Background: an optimization exercise with open tools, aiming at small area. Do not read the settings as production practice.
Function was checked by simulation only, so behaviour that the tests miss may differ from the original.
The clock port is modelled as an ideal driver, which makes a skipped or thinned clock tree look cheaper than it is; a real chip needs a root buffer or a tree.

Setup of the baseline:
==> module LiftController, before the edit <==
module LiftController(d_up, d_down, f, p_dir, rfloor, clk, reset);
input  [3:0] d_up;
input  [3:0] d_down;
input  [4:0] f;
output [1:0] p_dir;
input  clk, reset;
output reg [2:0] rfloor;
localparam [3:0] S0 = {2'b10, 2'd2};
reg [3:0] pstate, nstate;
reg [1:0] count;
reg       nz;     
reg       pdir;   
reg       rdir;
reg       idle;   
assign p_dir = {pdir & ~idle, ~(pdir | idle)};
wire none = ~(|f | |d_up | |d_down);
wire [1:0] g = pstate[3:2];
wire [1:0] i = (pstate[1:0] == 2'd0) ? 2'd2 : (pstate[1:0] == 2'd1) ? 2'd3 : (pstate[1:0] == 2'd2) ? 2'd0 : 2'd1;
wire i0 = (i == 2'd0), i1 = (i == 2'd1), i3 = (i == 2'd3);
wire isU  = (g == 2'd0);
wire isD  = (g == 2'd1);
wire isS  = (g == 2'd2);           
wire isS0 = isS & i0;
wire isSk = isS & ~i0;             
wire isS1 = isS & i1;
wire isS2 = isS & (i == 2'd2);
wire isS4 = (g == 2'd3) & i0;
wire isM  = (g == 2'd3) & ~i0;
wire mv   = ~g[1] | isM;
wire atk  = isSk & (rfloor[1:0] == i);    
wire upen = isU & ~i3 | isS0 | atk | isM & pdir & ~i3;
wire [4:1] ge = {upen, upen & (i != 2'd3), upen & ~i[1], upen & i0};
wire dnen = isD & ~i1 | isS4 | atk | isM & ~pdir & ~i1;
wire [3:0] le = {4{dnen}} & {i0, i0 | i3, i0 | i[1], 1'b1};    
wire [4:1] fu = f[4:1] & ge;
wire [4:1] hu_u = {1'b0, d_up[3:1]} & ge;
wire [4:1] hu_d = d_down[3:0] & ge & {1'b1, {3{~mv}}};
wire [4:1] hu = hu_u | hu_d;
reg [2:0] fu_fl, hu_fl; reg hu_rd;
always @* begin
    casez (fu)
    4'b???1: fu_fl = 3'd1;
    4'b??10: fu_fl = 3'd2;
    4'b?100: fu_fl = 3'd3;
    default: fu_fl = 3'd4;
    endcase
    casez (hu)
    4'b???1: begin hu_fl = 3'd1; hu_rd = hu_u[1]; end
    4'b??10: begin hu_fl = 3'd2; hu_rd = hu_u[2]; end
    4'b?100: begin hu_fl = 3'd3; hu_rd = hu_u[3]; end
    default: begin hu_fl = 3'd4; hu_rd = 1'b0; end
    endcase
end
wire fu_hit = |fu;
wire hu_hit = |hu;
wire hfirst = (isS1 & rdir) | (isS2 & ~rdir);
wire s1q = isS1 & ~rdir;
wire hu_en = ~(s1q & |f[4:1]);
wire use_h = hu_en & hu_hit & (hfirst | ~fu_hit);
wire u_hit = fu_hit | (hu_en & hu_hit);
wire [2:0] u_fl = use_h ? hu_fl : fu_fl;
wire u_rd = use_h ? hu_rd : 1'b1;
wire u_pd = ~s1q | use_h;
wire [3:0] fd = f[3:0] & le;
wire [3:0] hd_u = d_up[3:0] & le & {{3{~mv}}, 1'b1};
wire [3:0] hd_d = {d_down[2:0], 1'b0} & le;
wire [3:0] hd = hd_u | hd_d;
reg [2:0] fd_fl, hd_fl; reg hd_rd;
always @* begin
    casez (fd)
    4'b1???: fd_fl = 3'd3;
    4'b01??: fd_fl = 3'd2;
    4'b001?: fd_fl = 3'd1;
    default: fd_fl = 3'd0;
    endcase
    casez (hd)
    4'b1???: begin hd_fl = 3'd3; hd_rd = hd_u[3]; end
    4'b01??: begin hd_fl = 3'd2; hd_rd = hd_u[2]; end
    4'b001?: begin hd_fl = 3'd1; hd_rd = hd_u[1]; end
    default: begin hd_fl = 3'd0; hd_rd = hd_u[0] & ~(isS1 & rdir); end
    endcase
end
wire fd_hit = |fd;
wire d_hit = fd_hit | |hd;
wire [2:0] d_fl = fd_hit ? fd_fl : hd_fl;
wire d_rd = ~fd_hit & hd_rd;
wire sel_u = u_hit & ~(atk & ~rdir & d_hit);
wire sel_d = d_hit & ~(atk & rdir & u_hit);
wire [2:0] rf = sel_u ? u_fl : sel_d ? d_fl : rfloor;
wire rd = sel_u ? u_rd : sel_d ? d_rd : rdir;
wire go = ~none & (isS0 & (u_hit | rfloor != 3'd0) | isS4 & (d_hit | ~rfloor[2]) |
                   isSk & (~atk | u_hit | d_hit));
wire pd = isU | sel_u & u_pd | isS0 & rfloor != 3'd0 | pdir & ~isD & ~sel_d;
wire c2 = count[1];
wire [1:0] cnt = ~g[1] ? {count[0], ~(count[0] | count[1])} : count;
wire [3:0] tgt = 4'b0001 << (isU ? i + 2'd1 : i - 2'd1);    
wire arrive = isU & (i3 | |(tgt[3:1] & (f[3:1] | d_up[3:1]))) |
              isD & (i1 | |(tgt[3:1] & (f[3:1] | d_down[2:0])));
wire z = g[1] ? (~isM & ~go) : (nz | ~c2 & arrive);
wire leave = isM | go;
wire up = pd & ~isS4;
wire [3:0] nsl = ~g[1] ? (c2 ? (isU ? {1'b1, ~nz | i3, i + 2'd1} : {1'b1, ~nz & ~i1, i - 2'd1}) : {g, i})
                       : (leave ? {1'b0, ~up, i} : {g, i});
wire [3:0] ns = {nsl[3:2], (nsl[1:0] == 2'd0) ? 2'd2 : (nsl[1:0] == 2'd1) ? 2'd3 : (nsl[1:0] == 2'd2) ? 2'd0 : 2'd1};
always @(posedge clk) begin
    if (reset) begin
        pstate <= S0; nstate <= S0; count <= 2'd0; nz <= 1'b1;
        pdir <= 1'b1; rdir <= 1'b0; rfloor <= 3'd0; idle <= 1'b1;
    end else begin
        pstate <= nstate;
        nstate <= ns; rfloor <= rf; rdir <= rd; count <= cnt; nz <= z; pdir <= pd;
        idle <= none;
    end
end
endmodule
Settings: LEC_CHECK=0, CAP_MARGIN=20, CORE_AREA=2.3 2.72 77.74 76.16, DIE_AREA=0 0 80 80, GPL_TIMING_DRIVEN=0, SLEW_MARGIN=20; clock period 5.0 ns.
standard.sh (not shown) runs the stock make flow with config.mk's settings and CLKGATE_MAP_FILE= SYNTH_SCRIPT=/design/flow/synth_recipe.tcl, a recipe that flattens the netlist after the stock synthesis.
==> flow/flow/run.sh <==
#!/bin/bash
# Standard synthesis, then a stronger area re-optimisation of its combinational logic
# (every flip-flop kept as it is), then the standard layout with small port buffers
# and a single clock buffer. Each tool's output goes to its own log file here.
set -euo pipefail
R=orfs/results/${FLOW_PLATFORM}/LiftController/base
YOSYS=$FLOW_HOME/../tools/install/yosys/bin/yosys
[[ -x $YOSYS ]] || YOSYS=yosys
LIB=$FLOW_HOME/platforms/${FLOW_PLATFORM}/lib/sky130_fd_sc_hd__tt_025C_1v80.lib

bash standard.sh synth > synth.log 2>&1
cp $R/1_2_yosys.v std_yosys.v

# several seeds of the same re-optimisation, four at a time; keep the smallest
SEEDS="1 2 3 4 5 6 7 8 9 10 11 12 13 14 15 16"
for s in $SEEDS; do
  sed "s/@SEED@/$s/" flow/deep.abc > deep_$s.abc
  REOPT_LIB=$LIB REOPT_DONTUSE=flow/dontuse.txt REOPT_IN=std_yosys.v REOPT_SCRIPT=deep_$s.abc \
  REOPT_OUT=reopt_$s.v REOPT_STAT=reopt_stat_$s.txt $YOSYS -c flow/reopt.tcl > reopt_$s.log 2>&1 &
  if (( s % 4 == 0 )); then wait; fi
done
wait
best=""; barea=""
for s in $SEEDS; do
  a=$(grep -i "chip area" reopt_stat_$s.txt | awk '{print $NF}') || continue
  [[ -n "$a" ]] || continue
  if [[ -z "$barea" ]] || awk "BEGIN{exit !($a < $barea)}"; then best=$s; barea=$a; fi
done
echo "seed $best area $barea" > reopt_choice.txt
if [[ -n "$best" ]]; then
  cp reopt_$best.v $R/1_2_yosys.v
  rm -f $R/1_synth.odb $R/1_synth.sdc
  bash standard.sh synth > synth_odb.log 2>&1
fi

# small port buffers; one clock buffer for all flip-flops instead of an H-tree
BUFFER_PORTS_ARGS="-buffer_cell sky130_fd_sc_hd__buf_1" PRE_CTS_TCL=$(pwd)/flow/one_clkbuf.tcl \
  bash standard.sh > layout.log 2>&1
Other scripts of this flow, unchanged in this note and not shown: flow/flow/deep.abc, flow/flow/dontuse.txt, flow/flow/one_clkbuf.tcl, flow/flow/reopt.tcl
The baseline | stages: all done | timing, DRC, antenna: all pass
Here is what was changed in the inputs of the candidate compared with the baseline.
--- a/flow/design.v
+++ b/flow/design.v
@@ -5,7 +5,7 @@
 output [1:0] p_dir;
 input  clk, reset;
 output reg [2:0] rfloor;
-localparam [3:0] S0 = {2'b10, 2'd2};
+localparam [3:0] S0 = {2'b10, 2'd3};
 reg [3:0] pstate, nstate;
 reg [1:0] count;
 reg       nz;     
@@ -15,7 +15,7 @@
 assign p_dir = {pdir & ~idle, ~(pdir | idle)};
 wire none = ~(|f | |d_up | |d_down);
 wire [1:0] g = pstate[3:2];
-wire [1:0] i = (pstate[1:0] == 2'd0) ? 2'd2 : (pstate[1:0] == 2'd1) ? 2'd3 : (pstate[1:0] == 2'd2) ? 2'd0 : 2'd1;
+wire [1:0] i = (pstate[1:0] == 2'd0) ? 2'd2 : (pstate[1:0] == 2'd1) ? 2'd3 : (pstate[1:0] == 2'd2) ? 2'd1 : 2'd0;
 wire i0 = (i == 2'd0), i1 = (i == 2'd1), i3 = (i == 2'd3);
 wire isU  = (g == 2'd0);
 wire isD  = (g == 2'd1);
@@ -90,7 +90,8 @@
 wire rd = sel_u ? u_rd : sel_d ? d_rd : rdir;
 wire go = ~none & (isS0 & (u_hit | rfloor != 3'd0) | isS4 & (d_hit | ~rfloor[2]) |
                    isSk & (~atk | u_hit | d_hit));
-wire pd = isU | sel_u & u_pd | isS0 & rfloor != 3'd0 | pdir & ~isD & ~sel_d;
+wire pd = isU | isS0 & (u_hit | rfloor != 3'd0) | pdir & ~isD &
+          ~(isS4 & d_hit) & ~(isSk & sel_d) | isSk & sel_u & u_pd;
 wire c2 = count[1];
 wire [1:0] cnt = ~g[1] ? {count[0], ~(count[0] | count[1])} : count;
 wire [3:0] tgt = 4'b0001 << (isU ? i + 2'd1 : i - 2'd1);    
@@ -98,10 +99,10 @@
               isD & (i1 | |(tgt[3:1] & (f[3:1] | d_down[2:0])));
 wire z = g[1] ? (~isM & ~go) : (nz | ~c2 & arrive);
 wire leave = isM | go;
-wire up = pd & ~isS4;
+wire up = isS0 | ~isS4 & (isM ? pdir : pd);
 wire [3:0] nsl = ~g[1] ? (c2 ? (isU ? {1'b1, ~nz | i3, i + 2'd1} : {1'b1, ~nz & ~i1, i - 2'd1}) : {g, i})
                        : (leave ? {1'b0, ~up, i} : {g, i});
-wire [3:0] ns = {nsl[3:2], (nsl[1:0] == 2'd0) ? 2'd2 : (nsl[1:0] == 2'd1) ? 2'd3 : (nsl[1:0] == 2'd2) ? 2'd0 : 2'd1};
+wire [3:0] ns = {nsl[3:2], (nsl[1:0] == 2'd0) ? 2'd3 : (nsl[1:0] == 2'd1) ? 2'd2 : (nsl[1:0] == 2'd2) ? 2'd0 : 2'd1};
 always @(posedge clk) begin
     if (reset) begin
         pstate <= S0; nstate <= S0; count <= 2'd0; nz <= 1'b1;
## What came out
Compare the baseline and the candidate | critical path depth lower: the candidate. Time the worst path needs with I/O delays and setup: the baseline and the candidate compared, lower one is the baseline. Status: effective utilization at floorplan parity (the baseline, the candidate). ~same cell area after layout in the baseline and the candidate. The candidate vs the baseline: amount of wire on met3 after detailed routing down by more than a quarter. Setup slack at placement in the candidate is 450 ps below the baseline. The wire length reported by the detailed router in the candidate was lower than what the baseline gave. The baseline and the candidate all finish clean. Comparing the baseline and the candidate, global-route met1 utilization is higher on the baseline. Measured against each other, the baseline and the candidate differ in global-route wire length before repair, the higher figure coming from the candidate.
In every run of this note, the design's own scripts or RTL, not TritonCTS, make the clock network.

## re-timing with driven ports
Ports are ideal in the flow. The routed layouts listed here were re-timed in OpenROAD.
Step 1 (the two cells are an assumption about what drives the block):
set clk [get_ports {clk}]
set_driving_cell -lib_cell sky130_fd_sc_hd__clkbuf_16 $clk
set_driving_cell -lib_cell sky130_fd_sc_hd__buf_2 [delete_from_list [all_inputs] $clk]
Step 2 moves the port delays by t, midway between the first and last clock arrival at a register: inputs arrive t later, outputs are due t later. That takes back most of the time a late clock gives input paths.
Slacks: ideal / step 1 / step 2; pairs: ideal / step 1.
run	t, ns	slack for setup (ns)	latest minus earliest clock arrival (ns)	slew at the worst register clock pin (ns)
the baseline	0.181	1.416 / 1.416 / 1.326	0.001 / 0.002	0.10 / 0.10
the candidate	0.178	0.804 / 0.804 / 0.804	0.001 / 0.002	0.10 / 0.10
After both steps every run listed still meets setup and hold. The setup slack of the baseline, which loses most, moves by 0.000 ns with the drivers and by -0.090 ns with both steps.
